What follows belongs to an exercise in optimizing a design on an open flow for small area; a production flow would make more cautious choices.

==> run a <==
## led_matrix_top
module led_matrix_top(input  logic clk,
                      input  logic r,
                      input  logic w_enable,
                      input  logic get_buffer,
                      input  logic [383:0] y_in,
                      output logic r0_out,
                      output logic r1_out,
                      output logic g0_out,
                      output logic g1_out,
                      output logic b0_out,
                      output logic b1_out,
                      output logic latch,
                      output logic OE,
                      output logic sck,
                      output logic [4:0] addr);
	logic reset, read_en, row_valid;
	logic [5:0] row_0_pos, row_1_pos;
	assign reset = ~r;
	EBRController FrameBuffer(.clk(clk), .reset(reset), .w_enable(w_enable), .r_enable(read_en),
		.get_buffer(get_buffer), .y_in(y_in), .addr(addr),
		.row_valid(row_valid), .row_0_pos(row_0_pos), .row_1_pos(row_1_pos));
	DisplayController Display(.clk(clk), .reset(reset), .row_valid(row_valid),
		.row_0_pos(row_0_pos), .row_1_pos(row_1_pos), .current_addr(addr), .blank(OE),
		.latch(latch), .r0_out(r0_out), .r1_out(r1_out), .g0_out(g0_out), .g1_out(g1_out),
		.b0_out(b0_out), .b1_out(b1_out), .out_clk(sck), .read_en(read_en));
endmodule
==> module DisplayController, before the edit <==
module DisplayController(input  logic clk,
                         input  logic reset,
                         input  logic row_valid,
                         input  logic [5:0] row_0_pos,
                         input  logic [5:0] row_1_pos,
                         output logic [4:0] current_addr,
                         output logic blank,
                         output logic latch,
                         output logic r0_out,
                         output logic r1_out,
                         output logic g0_out,
                         output logic g1_out,
                         output logic b0_out,
                         output logic b1_out,
                         output logic out_clk,
                         output logic read_en);
	localparam logic [3:0] S_R0 = 4'd0, S_R1 = 4'd1, S_R2 = 4'd2, S_ADDR = 4'd3,
	                       S_SHIFT0 = 4'd4, S_SHIFT = 4'd5, S_BLANK = 4'd6, S_LATCH = 4'd7,
	                       S_UNBLANK = 4'd8, S_WAIT = 4'd9, S_INC = 4'd10, S_CHECK = 4'd11,
	                       S_OVF = 4'd12, S_MWAIT = 4'd13;
	logic [3:0] state, next;
	logic [3:0] pwm_cnt;
	logic [5:0] count;
	logic first;	 
	always_comb
		case (state)
			S_R0:      next = S_R1;
			S_R1:      next = S_R2;
			S_R2:      next = S_ADDR;
			S_ADDR:    next = S_SHIFT0;
			S_SHIFT0:  next = S_SHIFT;
			S_SHIFT:   next = (count == 6'd63) ? S_BLANK : S_SHIFT;
			S_BLANK:   next = S_LATCH;
			S_LATCH:   next = S_UNBLANK;
			S_UNBLANK: next = S_WAIT;
			S_WAIT:    next = S_INC;
			S_INC:     next = S_CHECK;
			S_CHECK:   next = (pwm_cnt == 4'd0) ? S_OVF : S_SHIFT0;
			S_OVF:     next = S_MWAIT;
			S_MWAIT:   next = S_ADDR;
			default:   next = S_R0;
		endcase
	always_ff @(posedge clk) begin
		if (reset) begin
			state   <= S_R0;
			first   <= 1'b1;
			pwm_cnt <= '0;
			count   <= '0;
		end else begin
			state   <= next;
			if (state == S_OVF) first <= 1'b0;
			pwm_cnt <= pwm_cnt + (state == S_INC);
			count   <= count + (state == S_SHIFT);
		end
	end
	always_ff @(posedge clk) begin
		if (state == S_R0 || state == S_R1 || state == S_R2) current_addr <= '0;
		else if (state == S_ADDR && !first) current_addr <= current_addr + 5'd1;
	end
	assign latch   = state == S_LATCH;
	assign blank   = ~(state == S_UNBLANK || state == S_WAIT);
	assign out_clk = state == S_SHIFT;
	assign read_en = state == S_R1 ||
	                 (state == S_SHIFT && count == 6'd0 && pwm_cnt == 4'd0 && !first);
	logic hit0, hit1, r_on, g_on, b_on;
	assign hit0 = row_valid & (row_0_pos == count);
	assign hit1 = row_valid & (row_1_pos == count);
	assign r_on = pwm_cnt != 4'd15;
	assign g_on = pwm_cnt < 4'd14;
	assign b_on = pwm_cnt < 4'd5;
	assign r0_out = hit0 & r_on;
	assign r1_out = hit1 & r_on;
	assign g0_out = hit0 & g_on;
	assign g1_out = hit1 & g_on;
	assign b0_out = hit0 & b_on;
	assign b1_out = hit1 & b_on;
endmodule
==> flow/config.mk <==
export PLATFORM = sky130hd
export DESIGN_NAME = led_matrix_top
export DESIGN_NICKNAME = led_matrix_top
export VERILOG_FILES = /design/flow/design.v
export SDC_FILE = /design/flow/constraint.sdc
export NUM_CORES = 4
export LEC_CHECK = 0
export CAP_MARGIN = 20
export CORE_MARGIN = 2
export CORE_UTILIZATION = 70
export PLACE_DENSITY = 0.8
export SLEW_MARGIN = 20
==> flow/constraint.sdc <==
create_clock -name core_clock -period 10.0 [get_ports {clk}]
set_input_delay 2.0000 -clock core_clock [delete_from_list [all_inputs] [get_ports {clk}]]
set_output_delay 2.0000 -clock core_clock [all_outputs]
set_load 0.01 [all_outputs]
standard.sh (not shown) runs the stock make flow with config.mk's settings and CLKGATE_MAP_FILE= SYNTH_SCRIPT=/design/flow/synth_recipe.tcl, a recipe that flattens the netlist after the stock synthesis.
==> flow/flow/run.sh <==
#!/bin/bash
# Standard ORFS layout with smaller port buffers and a clock tree built from
# larger sink clusters, without dummy loads.
set -euo pipefail
bash standard.sh \
  BUFFER_PORTS_ARGS="-buffer_cell sky130_fd_sc_hd__buf_1" \
  CTS_ARGS="-sink_clustering_enable -repair_clock_nets -dont_use_dummy_load -sink_clustering_size 30 -sink_clustering_max_diameter 60 -buf_list {sky130_fd_sc_hd__clkbuf_16}" \
  finish > flow.log 2>&1
==> inputs of run b, as changes to run a <==
--- a/flow/design.v
+++ b/flow/design.v
@@ -72,39 +72,62 @@
                          output logic read_en);
-	localparam logic [3:0] S_R0 = 4'd0, S_R1 = 4'd1, S_R2 = 4'd2, S_ADDR = 4'd3,
-	                       S_SHIFT0 = 4'd4, S_SHIFT = 4'd5, S_BLANK = 4'd6, S_LATCH = 4'd7,
-	                       S_UNBLANK = 4'd8, S_WAIT = 4'd9, S_INC = 4'd10, S_CHECK = 4'd11,
-	                       S_OVF = 4'd12, S_MWAIT = 4'd13;
-	logic [3:0] state, next;
+	localparam logic [2:0] M_RESET = 3'd0, M_MEMREAD = 3'd1, M_PWM = 3'd2,
+	                       M_INC = 3'd3, M_WAIT = 3'd4, M_MWAIT = 3'd5;
+	localparam logic [3:0] C_RESET = 4'd0, C_SHIFT = 4'd1, C_BLANK = 4'd2, C_ADDR = 4'd3,
+	                       C_LATCH = 4'd4, C_UNBLANK = 4'd5, C_WAIT = 4'd6, C_INC = 4'd7,
+	                       C_CHECK = 4'd8, C_OVF = 4'd9, C_MWAIT = 4'd10;
+	logic [2:0] m_state, m_next;
+	logic [3:0] c_state, c_next;
+	logic [4:0] next_addr;
 	logic [3:0] pwm_cnt;
 	logic [5:0] count;
-	logic first;	 
+	logic col_shift;
+	logic pwm_en, pwm_overflow, col_cnt_overflow, col_cnt_en;
 	always_comb
-		case (state)
-			S_R0:      next = S_R1;
-			S_R1:      next = S_R2;
-			S_R2:      next = S_ADDR;
-			S_ADDR:    next = S_SHIFT0;
-			S_SHIFT0:  next = S_SHIFT;
-			S_SHIFT:   next = (count == 6'd63) ? S_BLANK : S_SHIFT;
-			S_BLANK:   next = S_LATCH;
-			S_LATCH:   next = S_UNBLANK;
-			S_UNBLANK: next = S_WAIT;
-			S_WAIT:    next = S_INC;
-			S_INC:     next = S_CHECK;
-			S_CHECK:   next = (pwm_cnt == 4'd0) ? S_OVF : S_SHIFT0;
-			S_OVF:     next = S_MWAIT;
-			S_MWAIT:   next = S_ADDR;
-			default:   next = S_R0;
+		case (m_state)
+			M_RESET:   m_next = M_MEMREAD;
+			M_MEMREAD: m_next = M_PWM;
+			M_PWM:     m_next = pwm_overflow ? M_INC : M_PWM;
+			M_INC:     m_next = M_WAIT;
+			M_WAIT:    m_next = M_MWAIT;
+			M_MWAIT:   m_next = M_MEMREAD;
+			default:   m_next = M_RESET;
 		endcase
+	always_comb
+		case (c_state)
+			C_RESET:   c_next = pwm_en ? C_ADDR : C_RESET;
+			C_ADDR:    c_next = C_SHIFT;
+			C_SHIFT:   c_next = col_cnt_overflow ? C_BLANK : C_SHIFT;
+			C_BLANK:   c_next = C_LATCH;
+			C_LATCH:   c_next = C_UNBLANK;
+			C_UNBLANK: c_next = C_WAIT;
+			C_WAIT:    c_next = C_INC;
+			C_INC:     c_next = C_CHECK;
+			C_CHECK:   c_next = (pwm_cnt == 4'd0) ? C_OVF : C_SHIFT;
+			C_OVF:     c_next = C_MWAIT;
+			C_MWAIT:   c_next = C_ADDR;
+			default:   c_next = C_RESET;
+		endcase
+	assign pwm_en       = m_state == M_PWM;
+	assign read_en      = m_state == M_MEMREAD;
+	assign pwm_overflow = c_state == C_OVF;
+	assign col_cnt_en   = c_state == C_SHIFT;
+	assign col_cnt_overflow = count == 6'd63;
+	assign latch        = c_state == C_LATCH;
+	assign blank        = ~(c_state == C_UNBLANK || c_state == C_WAIT);
+	assign out_clk      = col_shift & ~(~blank || c_state == C_LATCH || c_state == C_ADDR);
 	always_ff @(posedge clk) begin
 		if (reset) begin
-			state   <= S_R0;
-			first   <= 1'b1;
-			pwm_cnt <= '0;
-			count   <= '0;
+			m_state   <= M_RESET;
+			c_state   <= C_RESET;
+			col_shift <= 1'b0;
+			next_addr <= '0;
+			pwm_cnt   <= '0;
+			count     <= '0;
 		end else begin
-			state   <= next;
-			if (state == S_OVF) first <= 1'b0;
-			pwm_cnt <= pwm_cnt + (state == S_INC);
-			count   <= count + (state == S_SHIFT);
+			m_state   <= m_next;
+			c_state   <= c_next;
+			col_shift <= col_shift ? ~col_cnt_overflow : col_cnt_en;
+			next_addr <= next_addr + (m_state == M_INC);
+			pwm_cnt   <= pwm_cnt + (c_state == C_INC);
+			count     <= count + col_shift;
 		end
@@ -112,10 +135,5 @@
 	always_ff @(posedge clk) begin
-		if (state == S_R0 || state == S_R1 || state == S_R2) current_addr <= '0;
-		else if (state == S_ADDR && !first) current_addr <= current_addr + 5'd1;
+		if (c_state == C_ADDR) current_addr <= next_addr;
+		else if (c_state == C_RESET) current_addr <= '0;
 	end
-	assign latch   = state == S_LATCH;
-	assign blank   = ~(state == S_UNBLANK || state == S_WAIT);
-	assign out_clk = state == S_SHIFT;
-	assign read_en = state == S_R1 ||
-	                 (state == S_SHIFT && count == 6'd0 && pwm_cnt == 4'd0 && !first);
 	logic hit0, hit1, r_on, g_on, b_on;
==> flow/flow/run.sh (replaced) <==
#!/bin/bash
# Standard ORFS layout with smaller port buffers and a clock tree built from
# small clock buffers without dummy loads.
set -euo pipefail
bash standard.sh \
  BUFFER_PORTS_ARGS="-buffer_cell sky130_fd_sc_hd__buf_1" \
  CTS_ARGS="-sink_clustering_enable -repair_clock_nets -dont_use_dummy_load -buf_list {sky130_fd_sc_hd__clkbuf_4 sky130_fd_sc_hd__clkbuf_8}" \
  finish > flow.log 2>&1
==> impl_metrics.env <==
export IMPL_max_freq_mhz=233
export IMPL_buffers=416
export IMPL_final_core_utilization_pct=77.9
export IMPL_place_worst_setup_slack_ps=5570
export IMPL_antenna_diode_count=0
export IMPL_synth_area_in_compound_gates_pct=3.47
export IMPL_via_count=17600
export IMPL_core_um2=55300
export IMPL_outcome="no timing/DRC/antenna violations"
export IMPL_nets=2509
export IMPL_multi_input_cells=446
export IMPL_ff_latch_area_um2=35500
export IMPL_clkbuf_count=52
export IMPL_worstPathArrival_ps=2290
export IMPL_globalRouteMet3Util_pct=3.59
export IMPL_synth_avg_cell_area_um2=23.2
export IMPL_area_share_sequential_pct=82.4
export IMPL_hold_start="FrameBuffer.w_pos[128]$_DFFE_PP_"
export IMPL_multi_input_comb_area_um2=3620
export IMPL_nWellTaps=748
That was run a.
==> impl_metrics.env <==
export IMPL_nets=2704
export IMPL_via_count=18400
export IMPL_multi_input_cells=501
export IMPL_final_core_utilization_pct=79.2
export IMPL_globalRouteMet3Util_pct=5.58
export IMPL_place_worst_setup_slack_ps=5540
export IMPL_ff_latch_area_um2=35700
export IMPL_buffers=430
export IMPL_synth_avg_cell_area_um2=22.6
export IMPL_area_share_sequential_pct=80.3
export IMPL_hold_start="FrameBuffer.w_pos[29]$_DFFE_PP_"
export IMPL_max_freq_mhz=230
export IMPL_multi_input_comb_area_um2=3640
export IMPL_clkbuf_count=174
export IMPL_core_um2=56200
export IMPL_outcome="no timing/DRC/antenna violations"
That was run b.
No run of this note included a check of the RTL's function; only the layout flow was run.

-- what the ideal ports hide --
No port has a modelled driver above. Below, the same layouts with a new extraction and two added sets of constraints. Step 1 assumes that a clkbuf_16 drives the clock port and a buf_2 every other input. Step 2 also shifts input and output timing later by t, the mid clock arrival at the registers, as if the neighbouring blocks saw the same clock. Slacks: ideal ports / drivers / drivers and shift; pairs: ideal ports / drivers.
run | t (ns) | setup slack, ns | hold slack, ns | latest minus earliest clock arrival (ns) | cell pins on the clock port's net
run a | 0.679 | 5.712 / 5.649 / 5.989 | 0.380 / 0.380 / 0.380 | 0.078 / 0.079 | 1
run b | 0.820 | 5.651 / 5.593 / 5.407 | 0.390 / 0.390 / 0.390 | 0.062 / 0.062 | 1
After both steps every run listed still meets setup and hold. For run b, which loses most, drivers alone change the setup slack by -0.058 ns; drivers and shift together by -0.244 ns.
